Background: an optimization exercise with open tools, aiming at a short achievable clock period and few clock cycles. Do not read the settings as production practice. Function was checked by simulation only, so behaviour that the tests miss may differ from the original. Power and IR drop assume default switching activity.

==> try-fjord <==
## riscvsingle
module riscvsingle(clk, reset,
                   PC,
                   Instr,
                   MemWrite,
                   ALUResult, WriteData,
                   ReadData);
clock: 13.0 ns
lec_check: 0
abc_clock_period_in_ps: 2000
cap_margin: 20
cell_pad_in_sites_detail_placement: 1
cell_pad_in_sites_global_placement: 2
core_margin: 2
core_utilization: 35
place_density: 0.45
setup_slack_margin: 5
slew_margin: 20
synth_hierarchical: 1
run.sh (not shown) runs the stock make flow with config.mk's settings and CLKGATE_MAP_FILE= SYNTH_SCRIPT=/design/flow/synth_recipe.tcl, a recipe that flattens the netlist after the stock synthesis.
==> inputs of try-onyx, as changes to try-fjord <==
==> flow/flow/run.sh (new file) <==
#!/bin/bash
# Standard synthesis and layout; repair aims at a tighter period than the
# 13 ns constraint (SDC unchanged) by raising the setup slack margin.
set -euo pipefail
MARGIN=$(cat flow/margin.txt)
bash standard.sh synth > synth.log 2>&1
bash standard.sh SETUP_SLACK_MARGIN=$MARGIN finish > layout.log 2>&1
==> flow/flow/margin.txt (new file) <==
8.6
==> flow/standard.sh (new file) <==
#!/bin/bash
# synth_recipe.tcl (not shown) runs the flow's synth.tcl, then flattens the netlist and writes it again
# the make line also repeats each setting of config.mk as NAME=value (left out here)
make -C /OpenROAD-flow-scripts/flow DESIGN_CONFIG=/design/flow/config.mk WORK_HOME=/design/flow/orfs CLKGATE_MAP_FILE= SYNTH_SCRIPT=/design/flow/synth_recipe.tcl "${@:-finish}"
SETUP_SLACK_MARGIN = not set   (was 5)
removed: flow/run.sh
==> notes.md <==
metric	try-onyx	try-fjord
Resize count post-CTS	938	0
Arrival time at the worst endpoint	5430 ps	8030 ps
Post-CTS setup buffers	263	0
Slowest stage cell on the critical path	buf_6	clkdlybuf4s50_1
Result of the run	finished clean	finished clean
Final core utilization	43.1%	41.0%
Multi-input combinational area share	31.5%	32.1%
Number of buffers inserted during clock tree synthesis	300	307
Number of detailed-route iterations in the first pass	10	13
Leak pwr	50.8 nW	47.5 nW
Cell area after layout	0.145 mm²	0.138 mm²
Final setup skew	99.2 ps	74.8 ps
Total routing usage reported by global routing	42.1%	40.6%
Worst slew pin tran	1290 ps	1330 ps
Sum of net half-perimeters after detailed placement	416,000 µm	422,000 µm
Testbench counts of try-fjord, summed over its fixed seeds: cycles 150,406.
Testbench counts of try-onyx, summed over its fixed seeds: cycles 150,406.


==> inputs of v34 <==
==> flow/design.v <==
module riscvsingle(clk, reset,
                   PC,
                   Instr,
                   MemWrite,
                   ALUResult, WriteData,
                   ReadData);
  input clk, reset;
  output [63:0] PC;
  input  [31:0] Instr;
  output MemWrite;
  output [63:0] ALUResult, WriteData;
  input  [63:0] ReadData;
  reg [63:0] pc_f;
  reg        x_br;         
  reg        x_ld;
  reg        x_sd;
  reg        x_we;         
  reg [4:0]  x_rd;
  reg [63:0] x_a, x_b, x_imm;          
  reg        sa_m, sa_w, sa_r;         
  reg        sa_l, sd_l, sb_l;         
  reg        sb_m, sb_w, sb_r;         
  reg        sb_mn, sb_wn, sb_rn, sb_i;
  reg        sd_m, sd_w, sd_r;         
  reg        x_sub;
  reg        x_sand, x_sor, x_sslt, x_ssum;
  reg [63:0] x_tgt;
  reg        m_we;
  reg        m_ld;
  reg [4:0]  m_rd;
  reg [63:0] m_res;
  reg [63:0] alu_q;
  reg [63:0] wd_q;
  reg        mw_q;
  reg [63:0] w_res;
  reg [63:0] rf [1:31];
  assign PC        = pc_f;
  assign ALUResult = alu_q;
  assign WriteData = wd_q;
  assign MemWrite  = mw_q;
  wire [6:0] op    = Instr[6:0];
  wire [4:0] f_rs1 = Instr[19:15];
  wire [4:0] f_rs2 = Instr[24:20];
  wire [4:0] f_rd  = Instr[11:7];
  wire [2:0] f3    = Instr[14:12];
  wire f_r    = (op[6:4] == 3'b011);
  wire f_i    = (op[6:4] == 3'b001);
  wire f_ld   = (op[6:4] == 3'b000);
  wire f_sd   = (op[6:4] == 3'b010);
  wire f_b    = (op[6:4] == 3'b110) & ~op[2];
  wire f_jal  = (op[6:4] == 3'b110) &  op[2];
  wire f_same = (f_rs1 == f_rs2);
  wire f_bt   = f_b & f_same;        
  wire f_br   = f_b & ~f_same;
  wire f_use2 = f_r | f_b;
  wire f_wrd  = (f_r | f_i | f_ld | f_jal) & (f_rd != 5'd0);
  wire f_bimm = ~op[5] | ~op[4] | f_jal;    
  wire f_sub  = (f_r & (f3 == 3'b000) & Instr[30]) | ((f_r | f_i) & (f3 == 3'b010));
  wire x1 = (f_rs1 == x_rd) & x_we;
  wire x2 = (f_rs2 == x_rd) & x_we;
  wire w1 = (f_rs1 == m_rd) & m_we;
  wire w2 = (f_rs2 == m_rd) & m_we;
  wire hazard = x_ld & (x1 | (f_use2 & x2));
  wire [63:0] pc_seq = pc_f + 64'd4;
  wire [31*32-1:0] rf_lo, rf_hi;
  genvar g;
  generate
    for (g = 1; g < 32; g = g + 1) begin : rfh
      assign rf_lo[(g-1)*32 +: 32] = rf[g][31:0];
      assign rf_hi[(g-1)*32 +: 32] = rf[g][63:32];
    end
  endgenerate
  wire [63:0] rv1, rv2;
  rdhalf r1l(.rs(f_rs1), .regs(rf_lo), .y(rv1[31:0]));
  rdhalf r1h(.rs(f_rs1), .regs(rf_hi), .y(rv1[63:32]));
  rdhalf r2l(.rs(f_rs2), .regs(rf_lo), .y(rv2[31:0]));
  rdhalf r2h(.rs(f_rs2), .regs(rf_hi), .y(rv2[63:32]));
  wire [20:0] immJ = {Instr[31], Instr[19:12], Instr[20], Instr[30:21], 1'b0};
  wire [12:0] immB = {Instr[31], Instr[7], Instr[30:25], Instr[11:8], 1'b0};
  wire [20:0] tJlo;
  wire [12:0] tBlo;
  wire        cJ, cB;
  tgtadd #(21) addJ(.a(pc_f[20:0]), .b(immJ), .s(tJlo), .co(cJ));
  wire [20:0] tJlo2_unused;
  wire        cJ2;
  tgtadd #(21) addJ2(.a(pc_f[20:0]), .b(immJ), .s(tJlo2_unused), .co(cJ2));
  tgtadd #(13) addB(.a(pc_f[12:0]), .b(immB), .s(tBlo), .co(cB));
  wire [42:0] hJ_inc, hJ_dec, hJ_t;
  wire [50:0] hB_inc, hB_dec, hB_t;
  incdec #(43) idJ(.h(pc_f[63:21]), .hi(hJ_inc), .hd(hJ_dec));
  incdec #(51) idB(.h(pc_f[63:13]), .hi(hB_inc), .hd(hB_dec));
  hisel  #(22) hsJ(.h(pc_f[42:21]), .hi(hJ_inc[21:0]), .hd(hJ_dec[21:0]), .sign(Instr[31]), .c(cJ), .y(hJ_t[21:0]));
  hisel  #(21) hsJ2(.h(pc_f[63:43]), .hi(hJ_inc[42:22]), .hd(hJ_dec[42:22]), .sign(Instr[31]), .c(cJ2), .y(hJ_t[42:22]));
  hisel  #(51) hsB(.h(pc_f[63:13]), .hi(hB_inc), .hd(hB_dec), .sign(Instr[31]), .c(cB), .y(hB_t));
  wire [63:0] tJ  = {hJ_t, tJlo};
  wire [63:0] tB  = {hB_t, tBlo};
  wire [63:0] a   = ({64{sa_m}} & m_res) | ({64{sa_w}} & w_res) | ({64{sa_r}} & x_a);
  wire [63:0] al  = a | ({64{sa_l}} & ReadData);
  wire [63:0] b2e = ({64{sd_m}} & m_res) | ({64{sd_w}} & w_res) | ({64{sd_r}} & x_b);
  wire [63:0] b2  = b2e | ({64{sd_l}} & ReadData);
  wire [63:0] opbx = ({64{sb_m}}  & m_res)  | ({64{sb_w}}  & w_res)  | ({64{sb_r}}  & x_b) |
                     ({64{sb_mn}} & ~m_res) | ({64{sb_wn}} & ~w_res) | ({64{sb_rn}} & ~x_b) |
                     ({64{sb_i}}  & x_imm);
  wire [64:0] sum1 = {a, 1'b1} + {opbx, x_sub};
  wire [63:0] sum  = sum1[64:1];
  wire        lt   = (a[63] == opbx[63]) ? a[63] : sum[63];
  wire [63:0] opbl = opbx | ({64{sb_l}} & ReadData);
  wire        eq   = (a == b2e);
  wire [63:0] res  = ({64{x_ssum}} & sum) |
                     ({64{x_sand}} & (al & opbl)) |
                     ({64{x_sor}}  & (al | opbl)) |
                     {63'd0, x_sslt & lt};
  wire redirect = x_br & eq;
  wire s_J    = ~redirect & f_jal;
  wire s_B    = ~redirect & f_bt;
  wire s_R    = redirect | (~f_jal & ~f_bt);
  wire s_hold = ~redirect & hazard;
  wire [63:0] pc_early = redirect ? x_tgt : pc_seq;
  wire [63:0] pc_rest, pc_next;
  lmux  #(64) mH(.s(s_hold), .a(pc_f), .b(pc_early), .y(pc_rest));
  lsel3 #(64) mT(.s1(s_J), .a1(tJ), .s2(s_B), .a2(tB), .s3(s_R), .a3(pc_rest), .y(pc_next));
  wire bubble = redirect | (hazard & ~f_jal & ~f_bt);
  always @(posedge clk or posedge reset)
    if (reset) begin
      pc_f  <= 64'd0;
      x_br  <= 1'b0;
      x_ld  <= 1'b0;
      x_sd  <= 1'b0;
      x_we  <= 1'b0;
      m_we  <= 1'b0;
      m_ld  <= 1'b0;
      mw_q  <= 1'b0;
    end else begin
      pc_f  <= pc_next;
      x_br  <= ~bubble & f_br;
      x_ld  <= ~bubble & f_ld;
      x_sd  <= ~bubble & f_sd;
      x_we  <= ~bubble & f_wrd;
      m_we  <= x_we;
      m_ld  <= x_ld;
      mw_q  <= x_sd;
    end
  wire [63:0] wdata = m_ld ? ReadData : m_res;
  integer j;
  always @(posedge clk) begin
    x_rd   <= f_rd;
    x_a    <= rv1;
    x_b    <= rv2;
    x_imm  <= f_jal ? pc_seq :
              {64{f_sub}} ^ {{53{Instr[31]}}, Instr[30:25],
                             f_sd ? Instr[11:7] : Instr[24:20]};
    sa_m   <= ~f_jal & x1 & ~x_ld;
    sa_l   <= ~f_jal & x1 & x_ld;
    sa_w   <= ~f_jal & ~x1 & w1;
    sa_r   <= ~f_jal & ~x1 & ~w1;
    sd_m   <= x2 & ~x_ld;
    sd_l   <= x2 & x_ld;
    sd_w   <= ~x2 & w2;
    sd_r   <= ~x2 & ~w2;
    sb_i   <= f_bimm;
    sb_m   <= ~f_bimm & ~f_sub & x2 & ~x_ld;
    sb_l   <= ~f_bimm & ~f_sub & x2 & x_ld;
    sb_w   <= ~f_bimm & ~f_sub & ~x2 & w2;
    sb_r   <= ~f_bimm & ~f_sub & ~x2 & ~w2;
    sb_mn  <= ~f_bimm & f_sub & x2 & ~x_ld;
    sb_wn  <= ~f_bimm & f_sub & ~x2 & w2;
    sb_rn  <= ~f_bimm & f_sub & ~x2 & ~w2;
    x_sub  <= f_sub;
    x_sand <= (f_r | f_i) & (f3 == 3'b111);
    x_sor  <= (f_r | f_i) & (f3 == 3'b110);
    x_sslt <= (f_r | f_i) & (f3 == 3'b010);
    x_ssum <= ~((f_r | f_i) & f3[1]);
    x_tgt  <= tB;
    m_rd   <= x_rd;
    m_res  <= res;
    alu_q  <= res;
    wd_q   <= b2;
    w_res  <= wdata;
    if (m_we) rf[m_rd] <= wdata;
  end
endmodule
module tgtadd #(parameter W = 21) (a, b, s, co);
  input  [W-1:0] a, b;
  output [W-1:0] s;
  output co;
  assign {co, s} = {1'b0, a} + {1'b0, b};
endmodule
module incdec #(parameter W = 43) (h, hi, hd);
  input  [W-1:0] h;
  output [W-1:0] hi, hd;
  assign hi = h + 1'b1;
  assign hd = h - 1'b1;
endmodule
module hisel #(parameter W = 43) (h, hi, hd, sign, c, y);
  input  [W-1:0] h, hi, hd;
  input  sign, c;
  output [W-1:0] y;
  wire [W-1:0] y1 = sign ? h  : hi;
  wire [W-1:0] y0 = sign ? hd : h;
  assign y = c ? y1 : y0;
endmodule
module lmux #(parameter W = 64) (s, a, b, y);
  input  s;
  input  [W-1:0] a, b;
  output [W-1:0] y;
  assign y = s ? a : b;
endmodule
module lsel3 #(parameter W = 64) (s1, a1, s2, a2, s3, a3, y);
  input  s1, s2, s3;
  input  [W-1:0] a1, a2, a3;
  output [W-1:0] y;
  assign y = ({W{s1}} & a1) | ({W{s2}} & a2) | ({W{s3}} & a3);
endmodule
module rdhalf (rs, regs, y);
  input  [4:0] rs;
  input  [31*32-1:0] regs;      
  output reg [31:0] y;
  integer k;
  always @(*) begin
    y = 32'd0;
    for (k = 1; k < 32; k = k + 1)
      y = y | ({32{rs == k}} & regs[(k-1)*32 +: 32]);
  end
endmodule
==> flow/flow/run.sh <==
#!/bin/bash
# Standard synthesis and layout; repair aims at a tighter period than the
# 13 ns constraint (SDC unchanged) by raising the setup slack margin.
set -euo pipefail
MARGIN=$(cat flow/margin.txt)
bash standard.sh synth > synth.log 2>&1
bash standard.sh SETUP_SLACK_MARGIN=$MARGIN finish > layout.log 2>&1
==> flow/flow/margin.txt <==
8.6
==> flow/standard.sh <==
#!/bin/bash
# synth_recipe.tcl (not shown) runs the flow's synth.tcl, then flattens the netlist and writes it again
# the make line also repeats each setting of config.mk as NAME=value (left out here)
make -C /OpenROAD-flow-scripts/flow DESIGN_CONFIG=/design/flow/config.mk WORK_HOME=/design/flow/orfs CLKGATE_MAP_FILE= SYNTH_SCRIPT=/design/flow/synth_recipe.tcl "${@:-finish}"
==> flow/config.mk <==
export PLATFORM = sky130hd
export DESIGN_NAME = riscvsingle
export DESIGN_NICKNAME = riscvsingle
export VERILOG_FILES = /design/flow/design.v
export SDC_FILE = /design/flow/constraint.sdc
export NUM_CORES = 4
export LEC_CHECK = 0
export ABC_CLOCK_PERIOD_IN_PS = 2000
export CAP_MARGIN = 20
export CELL_PAD_IN_SITES_DETAIL_PLACEMENT = 1
export CELL_PAD_IN_SITES_GLOBAL_PLACEMENT = 2
export CORE_MARGIN = 2
export CORE_UTILIZATION = 35
export PLACE_DENSITY = 0.45
export SLEW_MARGIN = 20
export SYNTH_HIERARCHICAL = 1
==> flow/constraint.sdc <==
create_clock -name core_clock -period 13.0 [get_ports {clk}]
set_input_delay 2.6000 -clock core_clock [delete_from_list [all_inputs] [get_ports {clk}]]
set_output_delay 2.6000 -clock core_clock [all_outputs]
set_load 0.01 [all_outputs]
==> v9: changes against v34 <==
--- a/flow/design.v
+++ b/flow/design.v
@@ -63,17 +63,14 @@
   wire hazard = x_ld & (x1 | (f_use2 & x2));
   wire [63:0] pc_seq = pc_f + 64'd4;
-  wire [31*32-1:0] rf_lo, rf_hi;
-  genvar g;
-  generate
-    for (g = 1; g < 32; g = g + 1) begin : rfh
-      assign rf_lo[(g-1)*32 +: 32] = rf[g][31:0];
-      assign rf_hi[(g-1)*32 +: 32] = rf[g][63:32];
+  reg [63:0] rv1, rv2;
+  integer k;
+  always @(*) begin
+    rv1 = 64'd0;
+    rv2 = 64'd0;
+    for (k = 1; k < 32; k = k + 1) begin
+      rv1 = rv1 | ({64{f_rs1 == k}} & rf[k]);
+      rv2 = rv2 | ({64{f_rs2 == k}} & rf[k]);
     end
-  endgenerate
-  wire [63:0] rv1, rv2;
-  rdhalf r1l(.rs(f_rs1), .regs(rf_lo), .y(rv1[31:0]));
-  rdhalf r1h(.rs(f_rs1), .regs(rf_hi), .y(rv1[63:32]));
-  rdhalf r2l(.rs(f_rs2), .regs(rf_lo), .y(rv2[31:0]));
-  rdhalf r2h(.rs(f_rs2), .regs(rf_hi), .y(rv2[63:32]));
+  end
   wire [20:0] immJ = {Instr[31], Instr[19:12], Instr[20], Instr[30:21], 1'b0};
   wire [12:0] immB = {Instr[31], Instr[7], Instr[30:25], Instr[11:8], 1'b0};
@@ -82,7 +79,4 @@
   wire        cJ, cB;
   tgtadd #(21) addJ(.a(pc_f[20:0]), .b(immJ), .s(tJlo), .co(cJ));
-  wire [20:0] tJlo2_unused;
-  wire        cJ2;
-  tgtadd #(21) addJ2(.a(pc_f[20:0]), .b(immJ), .s(tJlo2_unused), .co(cJ2));
   tgtadd #(13) addB(.a(pc_f[12:0]), .b(immB), .s(tBlo), .co(cB));
   wire [42:0] hJ_inc, hJ_dec, hJ_t;
@@ -90,6 +84,5 @@
   incdec #(43) idJ(.h(pc_f[63:21]), .hi(hJ_inc), .hd(hJ_dec));
   incdec #(51) idB(.h(pc_f[63:13]), .hi(hB_inc), .hd(hB_dec));
-  hisel  #(22) hsJ(.h(pc_f[42:21]), .hi(hJ_inc[21:0]), .hd(hJ_dec[21:0]), .sign(Instr[31]), .c(cJ), .y(hJ_t[21:0]));
-  hisel  #(21) hsJ2(.h(pc_f[63:43]), .hi(hJ_inc[42:22]), .hd(hJ_dec[42:22]), .sign(Instr[31]), .c(cJ2), .y(hJ_t[42:22]));
+  hisel  #(43) hsJ(.h(pc_f[63:21]), .hi(hJ_inc), .hd(hJ_dec), .sign(Instr[31]), .c(cJ), .y(hJ_t));
   hisel  #(51) hsB(.h(pc_f[63:13]), .hi(hB_inc), .hd(hB_dec), .sign(Instr[31]), .c(cB), .y(hB_t));
   wire [63:0] tJ  = {hJ_t, tJlo};
@@ -212,13 +205,2 @@
   assign y = ({W{s1}} & a1) | ({W{s2}} & a2) | ({W{s3}} & a3);
 endmodule
-module rdhalf (rs, regs, y);
-  input  [4:0] rs;
-  input  [31*32-1:0] regs;      
-  output reg [31:0] y;
-  integer k;
-  always @(*) begin
-    y = 32'd0;
-    for (k = 1; k < 32; k = k + 1)
-      y = y | ({32{rs == k}} & regs[(k-1)*32 +: 32]);
-  end
-endmodule
==> v15: changes against v34 <==
--- a/flow/design.v
+++ b/flow/design.v
@@ -63,17 +63,14 @@
   wire hazard = x_ld & (x1 | (f_use2 & x2));
   wire [63:0] pc_seq = pc_f + 64'd4;
-  wire [31*32-1:0] rf_lo, rf_hi;
-  genvar g;
-  generate
-    for (g = 1; g < 32; g = g + 1) begin : rfh
-      assign rf_lo[(g-1)*32 +: 32] = rf[g][31:0];
-      assign rf_hi[(g-1)*32 +: 32] = rf[g][63:32];
+  reg [63:0] rv1, rv2;
+  integer k;
+  always @(*) begin
+    rv1 = 64'd0;
+    rv2 = 64'd0;
+    for (k = 1; k < 32; k = k + 1) begin
+      rv1 = rv1 | ({64{f_rs1 == k}} & rf[k]);
+      rv2 = rv2 | ({64{f_rs2 == k}} & rf[k]);
     end
-  endgenerate
-  wire [63:0] rv1, rv2;
-  rdhalf r1l(.rs(f_rs1), .regs(rf_lo), .y(rv1[31:0]));
-  rdhalf r1h(.rs(f_rs1), .regs(rf_hi), .y(rv1[63:32]));
-  rdhalf r2l(.rs(f_rs2), .regs(rf_lo), .y(rv2[31:0]));
-  rdhalf r2h(.rs(f_rs2), .regs(rf_hi), .y(rv2[63:32]));
+  end
   wire [20:0] immJ = {Instr[31], Instr[19:12], Instr[20], Instr[30:21], 1'b0};
   wire [12:0] immB = {Instr[31], Instr[7], Instr[30:25], Instr[11:8], 1'b0};
@@ -82,7 +79,4 @@
   wire        cJ, cB;
   tgtadd #(21) addJ(.a(pc_f[20:0]), .b(immJ), .s(tJlo), .co(cJ));
-  wire [20:0] tJlo2_unused;
-  wire        cJ2;
-  tgtadd #(21) addJ2(.a(pc_f[20:0]), .b(immJ), .s(tJlo2_unused), .co(cJ2));
   tgtadd #(13) addB(.a(pc_f[12:0]), .b(immB), .s(tBlo), .co(cB));
   wire [42:0] hJ_inc, hJ_dec, hJ_t;
@@ -90,6 +84,5 @@
   incdec #(43) idJ(.h(pc_f[63:21]), .hi(hJ_inc), .hd(hJ_dec));
   incdec #(51) idB(.h(pc_f[63:13]), .hi(hB_inc), .hd(hB_dec));
-  hisel  #(22) hsJ(.h(pc_f[42:21]), .hi(hJ_inc[21:0]), .hd(hJ_dec[21:0]), .sign(Instr[31]), .c(cJ), .y(hJ_t[21:0]));
-  hisel  #(21) hsJ2(.h(pc_f[63:43]), .hi(hJ_inc[42:22]), .hd(hJ_dec[42:22]), .sign(Instr[31]), .c(cJ2), .y(hJ_t[42:22]));
+  hisel  #(43) hsJ(.h(pc_f[63:21]), .hi(hJ_inc), .hd(hJ_dec), .sign(Instr[31]), .c(cJ), .y(hJ_t));
   hisel  #(51) hsB(.h(pc_f[63:13]), .hi(hB_inc), .hd(hB_dec), .sign(Instr[31]), .c(cB), .y(hB_t));
   wire [63:0] tJ  = {hJ_t, tJlo};
@@ -212,13 +205,2 @@
   assign y = ({W{s1}} & a1) | ({W{s2}} & a2) | ({W{s3}} & a3);
 endmodule
-module rdhalf (rs, regs, y);
-  input  [4:0] rs;
-  input  [31*32-1:0] regs;      
-  output reg [31:0] y;
-  integer k;
-  always @(*) begin
-    y = 32'd0;
-    for (k = 1; k < 32; k = k + 1)
-      y = y | ({32{rs == k}} & regs[(k-1)*32 +: 32]);
-  end
-endmodule
==> flow/flow/margin.txt (replaced) <==
8.8
- CELL_PAD_IN_SITES_DETAIL_PLACEMENT: 1 -> 2
- CELL_PAD_IN_SITES_GLOBAL_PLACEMENT: 2 -> 3
- CORE_UTILIZATION: 35 -> 28
- PLACE_DENSITY: 0.45 -> 0.35
==> comparison <==
- v15 ran to the end with no violations. v34 finished with timing, DRC and antenna clean. v9 produced a clean layout.
- Against v9, the critical path depth of v34 is higher by 1.
- Of v34 and v15, v15 has the higher global-route usage (gap 3.1 points).
- Setup slack: v9 > v34 > v15.
- Between v9 and v15, the lower first-iteration DRC count is in v15 (gap about 13%, measured against v15).
- Of v15 and v9, v15 has the higher clock power (gap about 4%, measured against v9).
- In v34 the final area is higher than in v9, by 6.5%.
- Fmax is about the same in v34 and v15.
==> figures <==
|  | v9 | v34 | v15 |
|---|---|---|---|
| Run status | complete, no violations | complete, no violations | complete, no violations |
| Clock insertion delay at the later pin of the skew report | 0.99 ns | 0.95 ns | 0.98 ns |
| Post-route cell area | 148900 µm² | 158600 µm² | 158700 µm² |
| Antenna violations before repair | 133 | 116 | 154 |
| Area of the core | 336900 µm² | 365000 µm² | 422800 µm² |
| Clock Power Share | 31.7% | 30.6% | 31.4% |
| Reported clock group power | 8940 µW | 8600 µW | 9300 µW |
| Met2 routing resource usage after global routing | 65.15% | 57.73% | 60.93% |
| Fraction of layout cells with a size suffix above 1 | 20.03% | 20.71% | 28.24% |
| Buffer and inverter count on the worst path | 3 | 5 | 6 |
| Reg-to-reg critical path startpoint | sd_m | sa_r | x_a[47] |
| Placer's final routability congestion estimate | 0.8866 | 0.8732 | 0.8534 |
| Share of final layout cell area taken by non-clock buffers | 9.829% | 9.485% | 12.52% |
| Count leader, synth | sky130_fd_sc_hd__edfxtp_1 | - | sky130_fd_sc_hd__edfxtp_1 |
| Design internal power | 18390 µW | 18260 µW | 19020 µW |
Testbench counts of v34, summed over its fixed seeds: cycles 150,831.
Testbench counts of v9, summed over its fixed seeds: cycles 150,831.
Testbench counts of v15, summed over its fixed seeds: cycles 150,831.

## what the ideal ports hide
In the flow no input, the clock included, has a driving cell. The finished layouts below were timed again as built, in two steps. Step 1: set_driving_cell puts a clkbuf_16 on clk and a buf_2 on each other input, an assumption about the parent block. Step 2 adds t to the input delays and takes it off the output delays; t is the mean of the earliest and latest rising clock arrival at the registers after step 1. Input paths then give back, and output paths get back, about the clock's delay inside the block. Three values: no drivers, after step 1, after step 2; two values: the first two.
| run | shift t [ns] | slack for setup (ns) | worst setup path after step 2 |
|---|---|---|---|
| try-fjord | 1.051 | 5.751 / 5.839 / 4.787 | input to register |
| try-onyx | 1.070 | 8.351 / 8.320 / 7.251 | input to register |
| v34 | 1.029 | 8.360 / 8.000 / 6.971 | input to register |
| v9 | 1.066 | 8.382 / 8.285 / 7.219 | input to register |
| v15 | 1.085 | 8.358 / 8.465 / 7.380 | input to register |
After both steps setup and hold are still met in every run listed. The setup slack of v34, which loses most, moves by -0.360 ns with the drivers and by -1.389 ns with both steps.
